Context: an optimization exercise on an open-source flow, tuned for small area and a short achievable clock period. The choices shown serve that exercise and are no tape-out recipe. The RTL was checked by simulation tests, not by an equivalence proof against the original design. Power is estimated from default activity; no workload was simulated.

`run.sh`:
```
#!/bin/bash
# synth_recipe.tcl (not shown) runs the flow's synth.tcl, then flattens the netlist and writes it again
# the make line also repeats each setting of config.mk as NAME=value (left out here)
make -C /OpenROAD-flow-scripts/flow DESIGN_CONFIG=/design/flow/config.mk WORK_HOME=/design/flow/orfs CLKGATE_MAP_FILE= SYNTH_SCRIPT=/design/flow/synth_recipe.tcl finish
```
`config.mk`:
```
export PLATFORM = sky130hd
export DESIGN_NAME = linetest
export DESIGN_NICKNAME = linetest
export VERILOG_FILES = /design/flow/design.v
export SDC_FILE = /design/flow/constraint.sdc
export NUM_CORES = 4
export LEC_CHECK = 0
export CAP_MARGIN = 20
export CORE_MARGIN = 2
export CORE_UTILIZATION = 40
export SLEW_MARGIN = 20
```
`constraint.sdc`:
```
create_clock -name core_clock -period 5.0 [get_ports {i_clk}]
set_input_delay 1.0000 -clock core_clock [delete_from_list [all_inputs] [get_ports {i_clk}]]
set_output_delay 1.0000 -clock core_clock [all_outputs]
set_load 0.01 [all_outputs]
```
`design.v`:
```
`default_nettype	none
module rxuart(i_clk, i_reset, i_uart_rx, o_wr, o_data);
	parameter  [15:0]	CLOCKS_PER_BAUD = 868;
	localparam	[3:0]	IDLE      = 4'h0;
	localparam	[3:0]	BIT_ZERO  = 4'h1;
	localparam	[3:0]	STOP_BIT  = 4'h9;
	input	wire		i_clk;
	input	wire		i_reset;
	input	wire		i_uart_rx;
	output	reg		o_wr;
	output	reg	[7:0]	o_data;
	reg	[3:0]		state;
	reg	[15:0]		baud_counter;
	reg			zero_baud_counter;
	reg		ck_uart;
	reg		q_uart;
	always @(posedge i_clk)
	if (i_reset)
		{ ck_uart, q_uart } <= -1;
	else
		{ ck_uart, q_uart } <= { q_uart, i_uart_rx };
	always @(posedge i_clk)
	if (i_reset)
	begin
		state <= IDLE;
		baud_counter <= 0;
	end else if (state == IDLE)
	begin
		state <= IDLE;
		baud_counter <= 0;
		if (!ck_uart)
		begin
			state <= BIT_ZERO;
			baud_counter <= CLOCKS_PER_BAUD+CLOCKS_PER_BAUD/2-1'b1;
		end
	end else if (zero_baud_counter)
	begin
		state <= state + 1;
		baud_counter <= CLOCKS_PER_BAUD-1'b1;
		if (state == STOP_BIT)
		begin
			state <= IDLE;
			baud_counter <= 0;
		end
	end else
		baud_counter <= baud_counter - 1'b1;
	always @(*)
		zero_baud_counter = (baud_counter == 0);
	always @(posedge i_clk)
	if ((zero_baud_counter)&&(state != STOP_BIT))
		o_data <= { ck_uart, o_data[7:1] };
	always @(posedge i_clk)
	if (i_reset)
		o_wr <= 1'b0;
	else
		o_wr <= ((zero_baud_counter)&&(state == STOP_BIT));
endmodule
`default_nettype	none
module sfifo(i_clk, i_reset, i_wr, i_data, o_full, o_fill, i_rd, o_data, o_empty);
	parameter	BW=8;	 
	parameter 	LGFLEN=4;
	input	wire			i_clk;
	input	wire			i_reset;
	input	wire			i_wr;
	input	wire [(BW-1):0]	i_data;
	output	reg 			o_full;
	output	reg [LGFLEN:0]	o_fill;
	input	wire			i_rd;
	output	reg [(BW-1):0]	o_data;
	output	reg				o_empty;	 
	reg	[(BW-1):0]		fifo_mem[0:(1<<LGFLEN)-1];
	reg	[LGFLEN:0]		wr_addr, rd_addr;
	reg	[LGFLEN-1:0]	rd_next;
	wire	w_wr = (i_wr && !o_full);
	wire	w_rd = (i_rd && !o_empty);
	always @(posedge i_clk)
	if (i_reset)
		wr_addr <= 0;
	else if (w_wr)
		wr_addr <= wr_addr + 1'b1;
	always @(posedge i_clk)
	if (w_wr)
		fifo_mem[wr_addr[(LGFLEN-1):0]] <= i_data;
	always @(posedge i_clk)
	if (i_reset)
		rd_addr <= 0;
	else if (w_rd)
		rd_addr <= rd_addr + 1;
	always @(*)
		o_data = fifo_mem[rd_addr[LGFLEN-1:0]];
	always @(*)
		o_fill = wr_addr - rd_addr;	 
	always @(*)
		o_full = o_fill == { 1'b1, {(LGFLEN){1'b0}} };	 
	always @(*)
		o_empty = (o_fill  == 0);	 
	always @(*)
		rd_next = rd_addr[LGFLEN-1:0] + 1;
	/*verilator lint_off UNUSED*/
	wire	[LGFLEN-1:0]	unused;
	assign	unused = rd_next;
	/*verilator lint_on UNUSED*/
endmodule
`default_nettype	none
module txuart(i_clk, i_reset, i_wr, i_data, o_uart_tx, o_busy);
	parameter	[15:0]	CLOCKS_PER_BAUD = 16'd868;
	input	wire		i_clk;
	input	wire		i_reset;
	input	wire		i_wr;
	input	wire	[7:0]	i_data;
	output	wire		o_uart_tx;
	output	reg		o_busy;
	localparam [3:0] START	= 4'h0,
		BIT_ZERO	= 4'h1,
		BIT_ONE		= 4'h2,
		BIT_TWO		= 4'h3,
		BIT_THREE	= 4'h4,
		BIT_FOUR	= 4'h5,
		BIT_FIVE	= 4'h6,
		BIT_SIX		= 4'h7,
		BIT_SEVEN	= 4'h8,
		LAST		= 4'h8,
		IDLE		= 4'hf;
	reg	[15:0]	counter;
	reg	[3:0]	state;
	reg	[8:0]	lcl_data;
	reg		baud_stb;
	always @(posedge i_clk)
	if (i_reset)
		{ o_busy, state } <= { 1'b0, IDLE };
	else if ((i_wr)&&(!o_busy))
		{ o_busy, state } <= { 1'b1, START };
	else if (baud_stb)
	begin
		if (state == IDLE)  
			{ o_busy, state } <= { 1'b0, IDLE };
		else if (state < LAST) begin
			o_busy <= 1'b1;
			state <= state + 1'b1;
		end else  
			{ o_busy, state } <= { 1'b1, IDLE };
	end
	always @(posedge i_clk)
	if (i_reset)
		lcl_data <= 9'h1ff;
	else if ((i_wr)&&(!o_busy))
		lcl_data <= { i_data, 1'b0 };
	else if (baud_stb)
		lcl_data <= { 1'b1, lcl_data[8:1] };
	assign	o_uart_tx = lcl_data[0];
	always @(posedge i_clk)
	if (i_reset)
	begin
		counter  <= 0;
		baud_stb <= 1'b1;
	end else if ((i_wr)&&(!o_busy))
	begin
		counter  <= CLOCKS_PER_BAUD - 1'b1;
		baud_stb <= 1'b0;
	end else if (!baud_stb)
	begin
		baud_stb <= (counter == 1);
		counter  <= counter - 1'b1;
	end else if (state != IDLE)
	begin
		counter <= CLOCKS_PER_BAUD - 1;
		baud_stb <= 1'b0;
	end
endmodule
`default_nettype	none
module	linetest(i_clk, i_reset, i_uart_rx, o_uart_tx);
	parameter 		CLOCKS_PER_BAUD = 24;
	input	wire		i_clk;
	input	wire		i_reset;
	input	wire		i_uart_rx;
	output	wire		o_uart_tx;
	wire		rx_stb, tx_busy, fifo_empty, fifo_valid,
			fifo_full;
	wire	[7:0]	rx_data, tx_data;
	wire	[8:0]	fifo_fill;
	reg	[7:0]	line_count;
	reg		run_tx, tx_stb, fifo_rd;
	rxuart	#(.CLOCKS_PER_BAUD(CLOCKS_PER_BAUD))
		receiver(i_clk, i_reset, i_uart_rx, rx_stb, rx_data);
	sfifo	#(.BW(8), .LGFLEN(8))
		fifo(i_clk, i_reset, rx_stb, rx_data, fifo_full, fifo_fill,
			fifo_rd, tx_data, fifo_empty);
	assign	fifo_valid = !fifo_empty;
	always @(posedge i_clk)
	if (i_reset)
	begin
		run_tx <= 1'b0;
		line_count <= 0;
	end else if (rx_stb && (rx_data == 8'ha || rx_data == 8'hd))
	begin
		run_tx <= 1'b1;
		line_count <= fifo_fill[7:0];
	end else if (!run_tx)
	begin
		if (fifo_fill >= 9'd80)
		begin
			run_tx <= 1'b1;
			line_count <= 80;
		end else if (fifo_valid && (tx_data == 8'ha || tx_data == 8'hd))
		begin
			run_tx <= 1'b1;
			line_count <= 1;
		end
	end else if (!fifo_empty && !tx_busy) begin  
		line_count <= line_count - 1;
		if (line_count == 1)
			run_tx <= 0;
	end
	always @(*)
		fifo_rd = (tx_stb && !tx_busy);
	always @(*)
		tx_stb = (run_tx && fifo_valid);
	txuart	#(.CLOCKS_PER_BAUD(CLOCKS_PER_BAUD))
		transmitter(i_clk, i_reset, tx_stb, tx_data, o_uart_tx, tx_busy);
	/*verilator lint_off UNUSED*/
	wire	unused;
	assign	unused = fifo_full;
	/*verilator lint_on UNUSED*/
endmodule
```
==> results.txt <==
- Yosys reg bits: 2145
- Sequential-to-total area share from yosys stat: ~75%
- Clock latency (worst-skew pair): between 0.8 and 0.9 ns
- Final setup viols: 0
- Syn_area_per_cell: 19.6 µm²
- Pwr Density: 397 mW/mm²
- Final wirelength: 218 mm
- CTS Buffer Depth: 3
- Tcrit/Tclk final: 93.7%
- Hold EP: receiver.ck_uart$_SDFF_PP1_
- Reg2reg path depth: 12
- Hold_buf cts: 0
- CTS tree: built
- DRT Pass-1 Iters: 5
- Final nets: 4645
- Ratio of cells with drive above 1 in the final layout: 23.9%
- Fin util: 45.9%
- Max rail drop VDD: 648 µV
- Drt via density: approximately 5.8
- CP endpoint kind: flip-flop
- Pin count of the biggest net entering global routing: 206
- R2R Setup Slk: 0.32 ns
- CTS buffer count: between 200 and 250
- Syn nets: ~4400
- Most used flip-flop cell after synthesis: edfxtp_1
- Int Power: 29.8 mW
- Layout area overhead: 13.9%
- Syn Std Cell Area: 0.0847 mm²
- Total GRT Usage: 20.1%
- CTS sink cnt: 2145
- DRC errors left: 0
- Number of port buffers: 3
- Initial Utilization: approximately two fifths
- Outcome: finished clean
- Max_cap viols: 0
- Initial antenna violation count: 2
- Fillers: 17500
- Die area: 0.215 mm²
- Die height: 464 µm
- Clock skew: 0.0519 ns
- RD Place Congestion: 0.866
- Drt wl/cell: 28.7 µm
- Via count: between 40000 and 50000
- Cts repair resizes: 0
- Ports: 4
- Worst Hold Class: flip-flop to flip-flop
- Worst slack, placed: 0.410 ns
- Critical Path RT: ~5.7 ns
- Die Wd: 464 µm
- Final hold violation count: 0
- Ys Warns: 4
- Kind of critical path: flip-flop to flip-flop
- Crit-path max FO: 28
- H-tree levels: 4
- Clock power frac: between 40% and 50%
- DRT iter0 DRCs: 5610
- Reg power frac: a little over half
- Max Freq: roughly 210 MHz
- Row count: 168
- Final worst slack: 0.315 ns
- Logic pwr share: 4.6%
- Slew headroom: about a fifth
- First-pass GRT wire length: 315 mm
- Unrepaired setup endpoints after global routing: false
- FF-to-FF End: line_count[3]$_SDFFE_PP0P_
- WP data arrival: 5.42 ns
- Clk slew on worst S/H paths: 0.07 ns
- Final max-slew violation count: 0
- Net Sw Frac: between 20% and 30%
- Number of synthesized flops with an enable pin: 2056
- Detailed placement HPWL: 137 mm
- Min-delay src: receiver.q_uart$_SDFF_PP1_
- Critical Path Source Type: flip-flop
- Synth cell types: 91
- Vias in the first global route: 43200
- Leak: around 29 nW
- Cell count after synthesis: 4323
- Psw: 8.49 mW
- Post-layout minimum cycle time: ~4.7 ns
- Hold Crit Depth: 1
- Total gr overflow: 0
- Synth async-reset ratio: 0%
- Core area: about 0.21 mm²
- ANT nets after route: 0
- Worst slew pin tran: 1.21 ns
- Post-CTS Setup Repair Bufs: 0
- Root Buffer: clkbuf_16
==> metal layers <==
metal  up-vias  GRT usage (%)  part of all wire, %
li1      18300              -                    -
met4         0           5.83                  2.8
met1     23300           29.6                   43
met5         -              0                    0
met3       317           3.56                  8.4
met2      1956           30.6                   46
==> state kept, by name, summed over array words and instances, names as in the netlist, 4 cells and up, named ones only <==
register               count
fifo.fifo_mem           2048
receiver.baud_counter     16
transmitter.counter       16
fifo.rd_addr               9
fifo.wr_addr               9
transmitter.lcl_data       9
line_count                 8
receiver.o_data            8
receiver.state             4
transmitter.state          4
==> cells by family after synthesis <==
family          Yosys count  share of synthesized area [%]
compound gates          419                           3.44
simple gates            751                           4.21
buf+inv                 273                           1.95
flops                  2145                           75.0
xor+xnor                 34                          0.352
mux                     677                           14.7
fa+ha+maj                24                          0.363
==> Yosys cell counts (8+ instances only) <==
cell	count	area (µm²)
mux4_2	439	9890
nor2_1	349	1310
mux2i_1	207	2070
o21ai_0	38	190
nand2b_1	16	100
buf_4	31	233
nor4_1	17	106
nand4_1	23	144
a21oi_1	80	400
o211ai_1	14	105
a31oi_1	9	56.3
o22ai_1	45	282
buf_2	73	365
ha_1	23	288
nor2b_1	30	188
buf_12	9	180
mux4_1	9	236
and3_1	8	50.1
edfxtp_1	2056	61700
or3_1	13	81.3
xor2_1	18	158
a22oi_1	105	788
buf_6	32	360
dfxtp_1	89	1780
nor3_1	30	150
clkbuf_1	88	330
mux2_2	22	248
or4_1	9	67.6
nand2_1	115	432
o21a_1	11	82.6
a22o_1	16	140
nand3_1	78	390
xnor2_1	16	140
nand3b_1	9	67.6
a221oi_1	19	166
inv_1	29	109
a211oi_1	16	120
==> worst max-delay path, cell delays in order (launching register included) <==
cell and delay, ns:
dfxtp_4 0.42, buf_12 0.25, buf_4 0.39, buf_4 0.30, mux4_2 0.51, a221oi_1 0.55, o22ai_1 0.24, nor3_1 0.65
nor3_1 0.21, and3_1 0.25, o2111ai_2 0.41, a221oi_2 0.13, a31o_1 0.21
==> worst max-delay path by stage <==
stage	end	slack, ns	startpoint
3_5_place_dp	line_count[3]$_SDFFE_PP0P_	0.41	flip-flop
2_1_floorplan	line_count[3]$_SDFFE_PP0P_	-0.12	receiver.o_data[3]$_DFFE_PP_
5_1_grt	line_count[3]$_SDFFE_PP0P_	0.17	flip-flop
6_report	line_count[3]$_SDFFE_PP0P_	0.32	flip-flop
4_1_cts	line_count[5]$_SDFFE_PP0P_	0.39	flip-flop
3_3_place_gp	line_count[1]$_SDFFE_PP0P_	0.39	flip-flop
==> area by class of cell <==
class                           instances  area [µm²]  share of cell area (%)
Tap cell                             2805        3510                    3.64
Antenna cell                            1        2.50                 0.00259
Timing Repair Buffer                  327        2870                    2.98
Inverter                               30         115                   0.119
Clock buffer                          249        5390                    5.59
Sequential cell                      2145       63500                    65.9
Multi-Input combinational cell       1905       19600                    20.4
Clock inverter                        135        1380                    1.43
==> stage by stage <==
| stage | area, µm² | hold WS [ns] | total power, mW | std cells | setup TNS (ns) |
|---|---|---|---|---|---|
| 5_1_grt | 96400 | 0.438 | 39.4 | 7596 | 0 |
| 2_1_floorplan | 84700 | 0.389 | 22.5 | 4323 | -0.338 |
| 4_1_cts | 96400 | 0.425 | 38.6 | 7595 | 0 |
| 3_3_place_gp | 89700 | 0.408 | 23.1 | 7211 | 0 |
| 3_5_place_dp | 89700 | 0.401 | 23.2 | 7211 | 0 |
| 6_report | 96400 | 0.422 | 38.3 | 7597 | 0 |
==> power by group through the flow <==
stage               clock [mW]  sequential, mW  combinational (mW)
finish                    15.5            21.0                1.75
global route              16.5            21.0                1.91
CTS                       15.8            21.0                1.79
detailed placement           0            21.4                1.80
global placement             0            21.4                1.72
floorplan                    0            22.4               0.101
==> layout by cell type (no fill, tap or decap), drive strengths merged, types with 17 or more instances in the layout <==
cell type / instances
edfxtp: 2056
mux4: 448
nor2: 350
buf: 325
clkbuf: 249
mux2i: 207
nand2: 115
a22oi: 105
clkinv: 98
dfxtp: 89
a21oi: 80
nand3: 78
o22ai: 45
o21ai: 44
inv: 38
nor3: 32
nor2b: 30
nand4: 23
ha: 23
mux2: 22
nor4: 22
a221oi: 20
xor2: 18
bufinv: 18
a211oi: 17

## port drivers added, routing unchanged
The flow's constraints put no driver on any port. The routed layout listed below was extracted and timed again, unchanged, in two steps.
Step 1: set_driving_cell puts a clkbuf_16 on i_clk and a buf_2 on each other input, an assumption about the parent block.
Step 2, shift: input delay + t, output delay - t, t = (earliest + latest rising clock arrival at the registers) / 2. This alone moves slack from input paths to output paths.
Three values: ideal ports, drivers, drivers and shift; two values: the first two.
t, ns: 0.930
slack for setup (ns): 0.315 / 0.315 / 0.315
worst setup path at the end: register to register
cell pins on the clock port's net: 1
After both steps this run still meets setup and hold. The setup slack of this run moves by 0.000 ns with the drivers and by 0.000 ns with both steps.
